Source: an optimization exercise on an open RTL-to-GDS flow (aim: small area, a short achievable clock period and few clock cycles per item). Production flows keep margins and buffers that such runs may drop. At most, simulation tests tie the RTL to the original design; equivalence was not proved. Power is estimated from default activity; no workload was simulated.

// multi_64_33_9_10_16_3
module multi_64_33_9_10_16_3(clk, reset, s_data_in_x, s_valid_x, s_ready_x, m_data_out_y, m_valid_y, m_ready_y);
Size in the first run: roughly 12000 cells after synthesis, about 1600 flip-flops, roughly 38 I/O pins, roughly 110000 µm² of cells after synthesis.
clock: 10.0 ns
lec_check: 0
cap_margin: 20
core_margin: 2
core_utilization: 40
cts_cluster_size: 28
slew_margin: 20
standard.sh (not shown) runs the stock make flow with config.mk's settings and CLKGATE_MAP_FILE= SYNTH_SCRIPT=/design/flow/synth_recipe.tcl, a recipe that flattens the netlist after the stock synthesis.
==> flow/flow/run.sh <==
#!/bin/bash
set -euo pipefail
MARGIN=$(cat flow/margin.txt)
echo "running standard.sh with SETUP_SLACK_MARGIN=$MARGIN" > flow_run.log
bash standard.sh SETUP_SLACK_MARGIN=$MARGIN finish > standard_make.log 2>&1
echo "done" >> flow_run.log
==> flow/flow/margin.txt <==
5.6
The starting point completed without violations.
Testbench counts at the start, summed over its fixed seeds: cycles 5,176, frames 80.
Next try:
==> flow/flow/margin.txt (replaced) <==
6.0
CTS_CLUSTER_SIZE = default   (was 28)
Effect: The new run finished with timing, DRC and antenna clean. Cell area goes up by about 3%. Via count goes up by about 2%. Worst setup slack is better by 0.28 ns. Register-to-register slack is better by 0.28 ns. Cell count goes up by about 1.2%. Clock power goes down by about 2%. Routed wire length goes up by about 1.4%. Utilization goes up by 1.4 points. Power goes up by about 2%. Sequential cell count stays the same. Clock-buffer cell count goes down by 18.
Next try:
==> flow/flow/margin.txt (replaced) <==
6.3
Effect:
- The changed run finished clean
- global-route usage rose by 0.93 points
- critical path depth went down by 1
- synthesized area stays the same
- final area came out higher by 5.8%
- via count went up by 2.5%
- cell count rises by 2.3%
- first-iteration DRC count is higher by 5.0%


Another version of the RTL of multi_64_33_9_10_16_3 (not shown whole).
Size: about 12,000 cells after synthesis, ~1,600 flip-flops, roughly 38 I/O pins, about 110,000 um^2 of cells after synthesis.
==> flow/config.mk <==
export PLATFORM = sky130hd
export DESIGN_NAME = multi_64_33_9_10_16_3
export DESIGN_NICKNAME = multi_64_33_9_10_16_3
export VERILOG_FILES = /design/flow/design.v
export SDC_FILE = /design/flow/constraint.sdc
export NUM_CORES = 4
export LEC_CHECK = 0
export CAP_MARGIN = 20
export CORE_MARGIN = 2
export CORE_UTILIZATION = 40
export SLEW_MARGIN = 20
==> flow/constraint.sdc <==
create_clock -name core_clock -period 10.0 [get_ports {clk}]
set_input_delay 2.0000 -clock core_clock [delete_from_list [all_inputs] [get_ports {clk}]]
set_output_delay 2.0000 -clock core_clock [all_outputs]
set_load 0.01 [all_outputs]
==> flow/flow/margin.txt <==
5.6
Scripts as last shown in full above: flow/flow/run.sh
Rerun with:
==> flow/run.sh (new file) <==
#!/bin/bash
# synth_recipe.tcl (not shown) runs the flow's synth.tcl, then flattens the netlist and writes it again
# the make line also repeats each setting of config.mk as NAME=value (left out here)
make -C /OpenROAD-flow-scripts/flow DESIGN_CONFIG=/design/flow/config.mk WORK_HOME=/design/flow/orfs CLKGATE_MAP_FILE= SYNTH_SCRIPT=/design/flow/synth_recipe.tcl finish
Settings changed: SETUP_SLACK_MARGIN set to 5.
removed: flow/flow/run.sh
removed: flow/flow/margin.txt
removed: flow/standard.sh
After rerunning: Cell area decreases by 1.8%. Clock power came out higher by about 2%. Non-clock buffer count fell by 122.
Rerun with:
Settings changed: CORE_UTILIZATION 40 to 60, CTS_BUF_LIST set to sky130_fd_sc_hd__clkbuf_8, CTS_CLUSTER_SIZE set to 20.
The new run finished clean; clock power goes down by about 10%; design area fell by 1.9%; die area goes down by 33%; via count grows by 2.0%; critical path depth goes down by 7; synthesized area stays the same; sequential power drops by about 0.4%; sequential share of layout area went up by 0.63 points; global-route usage rose by 11 points; power decreases by 2.2%; fmax drops by about 1.5%.
No run of this note included a check of the RTL's function; only the layout flow was run.


## umber
Another version of the RTL of multi_64_33_9_10_16_3 (not shown whole).
Size in the first run: roughly 38 I/O pins.
make LEC_CHECK=0 CAP_MARGIN=20 CORE_MARGIN=2 CORE_UTILIZATION=40 SETUP_SLACK_MARGIN=5 SLEW_MARGIN=20 finish   # period 10.0 ns
run.sh (not shown) runs the stock make flow with config.mk's settings and CLKGATE_MAP_FILE= SYNTH_SCRIPT=/design/flow/synth_recipe.tcl, a recipe that flattens the netlist after the stock synthesis.
Stock flow here: none of the scripts above is used.
Testbench counts of umber, summed over its fixed seeds: cycles 5,176, frames 80.
Relative to umber, the following input files were edited for ember:
- SETUP_SLACK_MARGIN removed (was 5)
==> flow/flow/run.sh (new file) <==
#!/bin/bash
set -euo pipefail
MARGIN=$(cat flow/margin.txt)
echo "running standard.sh with SETUP_SLACK_MARGIN=$MARGIN" > flow_run.log
bash standard.sh SETUP_SLACK_MARGIN=$MARGIN finish > standard_make.log 2>&1
echo "done" >> flow_run.log
==> flow/flow/margin.txt (new file) <==
6.7
==> flow/standard.sh (new file) <==
#!/bin/bash
# synth_recipe.tcl (not shown) runs the flow's synth.tcl, then flattens the netlist and writes it again
# the make line also repeats each setting of config.mk as NAME=value (left out here)
make -C /OpenROAD-flow-scripts/flow DESIGN_CONFIG=/design/flow/config.mk WORK_HOME=/design/flow/orfs CLKGATE_MAP_FILE= SYNTH_SCRIPT=/design/flow/synth_recipe.tcl "${@:-finish}"
removed: flow/run.sh
Results
- ember: all stages done; final checks FAILED (capacitance limit, slew limit).
- Min met1 wire length across umber and ember: umber
- ember: final routed wire length divided by cell count 1.8 um above umber
- According to the power report, total power for ember is higher than for umber.
- On setup slack, the higher figure sits with ember, not umber.
- Initial antenna violation count: ember vs umber up 8
- On met1 track utilization from global routing: between umber and ember, it ends up lower for umber.
- Final design area excluding fillers: ember vs umber up 23%
diff inputs: ember => yarrow
==> flow/run.sh (new file) <==
#!/bin/bash
# synth_recipe.tcl (not shown) runs the flow's synth.tcl, then flattens the netlist and writes it again
# the make line also repeats each setting of config.mk as NAME=value (left out here)
make -C /OpenROAD-flow-scripts/flow DESIGN_CONFIG=/design/flow/config.mk WORK_HOME=/design/flow/orfs CLKGATE_MAP_FILE= SYNTH_SCRIPT=/design/flow/synth_recipe.tcl finish
removed: flow/flow/run.sh
removed: flow/flow/margin.txt
removed: flow/standard.sh
[summary]
yarrow reached the final stage; the timing, design-rule and antenna checks on its layout passed.
Routed wire in yarrow totals less than in ember.
Higher final clock period utilization by the worst path among ember and yarrow: yarrow
In the flow results for ember and yarrow, the final-layout clock-cell area share is larger on yarrow.
In the reports for ember and yarrow, the larger combinational power belongs to ember.
yarrow vs. ember: met3 routed wirelength fell by 39%; critical path depth rose by 1; maximum frequency fell by 53 MHz; area after synthesis stayed essentially flat.
yarrow reports a lower worst ir drop on vdd than ember does.
The design area of yarrow is lower than that of ember.


Another version of the RTL of multi_64_33_9_10_16_3 (not shown whole).
For scale: roughly 12,000 cells after synthesis, roughly 1,600 flip-flops, about 0.11 mm^2 of cells after synthesis.
clock: 10.0 ns
lec_check: 0
cap_margin: 20
core_margin: 2
core_utilization: 55
slew_margin: 20
standard.sh (not shown) runs the stock make flow with config.mk's settings and CLKGATE_MAP_FILE= SYNTH_SCRIPT=/design/flow/synth_recipe.tcl, a recipe that flattens the netlist after the stock synthesis.
==> flow/flow/run.sh <==
#!/bin/bash
set -euo pipefail
MARGIN=$(cat flow/margin.txt)
echo "running standard.sh with SETUP_SLACK_MARGIN=$MARGIN" > flow_run.log
bash standard.sh SETUP_SLACK_MARGIN=$MARGIN finish > standard_make.log 2>&1
echo "done" >> flow_run.log
==> flow/flow/margin.txt <==
6.0
The baseline went through all stages and came out clean.
Testbench counts at the start, summed over its fixed seeds: cycles 5,176, frames 80.
==> next run, changes <==
==> flow/flow/margin.txt (replaced) <==
6.3
- CORE_UTILIZATION: 55 -> 40
Effect:
- The changed run produced a clean layout
- clock power grows by about 2%
- wire length grows by about 1.8%
- register-to-register slack improved by 0.15 ns
- power grows by 5.8%
- synthesized cell count stays the same
- hold slack got worse by 0.0095 ns
- critical path depth grows by 9
- final cell count grows by about 9%
- clock skew grows by 0.036 ns
- count of clock-buffer cells in the layout grows by 25
==> next run, changes <==
==> flow/flow/margin.txt (replaced) <==
6.0
Outcome:
- The new run finished clean
- routed wire length went down by 0.34%
- clock skew went up by 0.018 ns
- register-to-register slack gets worse by 0.09 ns
- die area stays the same
- total power went down by 6.2%
- core utilization went down by 1.9 points
- global-route usage went up by 0.14 points
- sequential power barely changes
- setup slack gets worse by 0.089 ns
- first-iteration DRC count went down by 3.7%
==> next run, changes <==
==> flow/flow/margin.txt (replaced) <==
6.6
- The changed run completed with no timing, DRC or antenna violations
- synthesized cell count is unchanged
- cell area is higher by 11%
- area after synthesis does not change
- setup slack improved by 0.13 ns
- global-route usage came out higher by 1.1 points

[separate check: timing with driven ports]
Ports are ideal in the flow. The routed layouts listed here were re-timed in OpenROAD. Step 1 (the two cells are an assumption about what drives the block):
set clk [get_ports {clk}]
set_driving_cell -lib_cell sky130_fd_sc_hd__clkbuf_16 $clk
set_driving_cell -lib_cell sky130_fd_sc_hd__buf_2 [delete_from_list [all_inputs] $clk]
Step 2 also shifts input and output timing later by t, the mid clock arrival at the registers, as if the neighbouring blocks saw the same clock. a / b / c = ideal ports / drivers / drivers and shift; a / b = the first two.
run	shift t [ns]	setup slack, ns	worst hold slack (ns)	clock arrival spread, ns	slew at the worst register clock pin (ns)
the first run of note 1	0.966	5.527 / 5.527 / 5.144	0.320 / 0.320 / 0.320	0.056 / 0.057	0.07 / 0.07
the second run of note 1	0.964	5.804 / 5.804 / 5.242	0.328 / 0.328 / 0.328	0.055 / 0.056	0.07 / 0.07
the third run of note 1	0.966	5.793 / 5.793 / 5.535	0.327 / 0.327 / 0.327	0.041 / 0.041	0.07 / 0.07
the first run of note 2	0.974	5.585 / 5.585 / 5.202	0.326 / 0.326 / 0.326	0.058 / 0.058	0.07 / 0.07
the second run of note 2	0.962	5.118 / 5.118 / 5.118	0.315 / 0.315 / 0.315	0.086 / 0.086	0.07 / 0.07
the third run of note 2	1.120	5.043 / 5.043 / 5.043	0.318 / 0.318 / 0.318	0.068 / 0.068	0.08 / 0.08
umber	0.940	5.164 / 5.164 / 5.164	0.325 / 0.325 / 0.325	0.053 / 0.053	0.07 / 0.07
ember	0.959	5.457 / 5.457 / 5.457	0.325 / 0.325 / 0.325	0.060 / 0.059	0.07 / 0.07
yarrow	0.954	4.009 / 4.009 / 4.009	0.325 / 0.325 / 0.325	0.056 / 0.055	0.07 / 0.07
the first run of note 4	0.936	5.963 / 5.963 / 5.282	0.326 / 0.326 / 0.326	0.039 / 0.039	0.07 / 0.07
the second run of note 4	0.961	6.110 / 6.110 / 5.547	0.316 / 0.316 / 0.316	0.082 / 0.082	0.07 / 0.07
the third run of note 4	0.945	6.021 / 6.021 / 5.288	0.326 / 0.326 / 0.326	0.087 / 0.087	0.07 / 0.07
the fourth run of note 4	0.958	6.151 / 6.151 / 5.705	0.325 / 0.325 / 0.325	0.069 / 0.069	0.07 / 0.07
For the third run of note 4, which loses most, drivers alone change the setup slack by 0.000 ns; drivers and shift together by -0.733 ns.
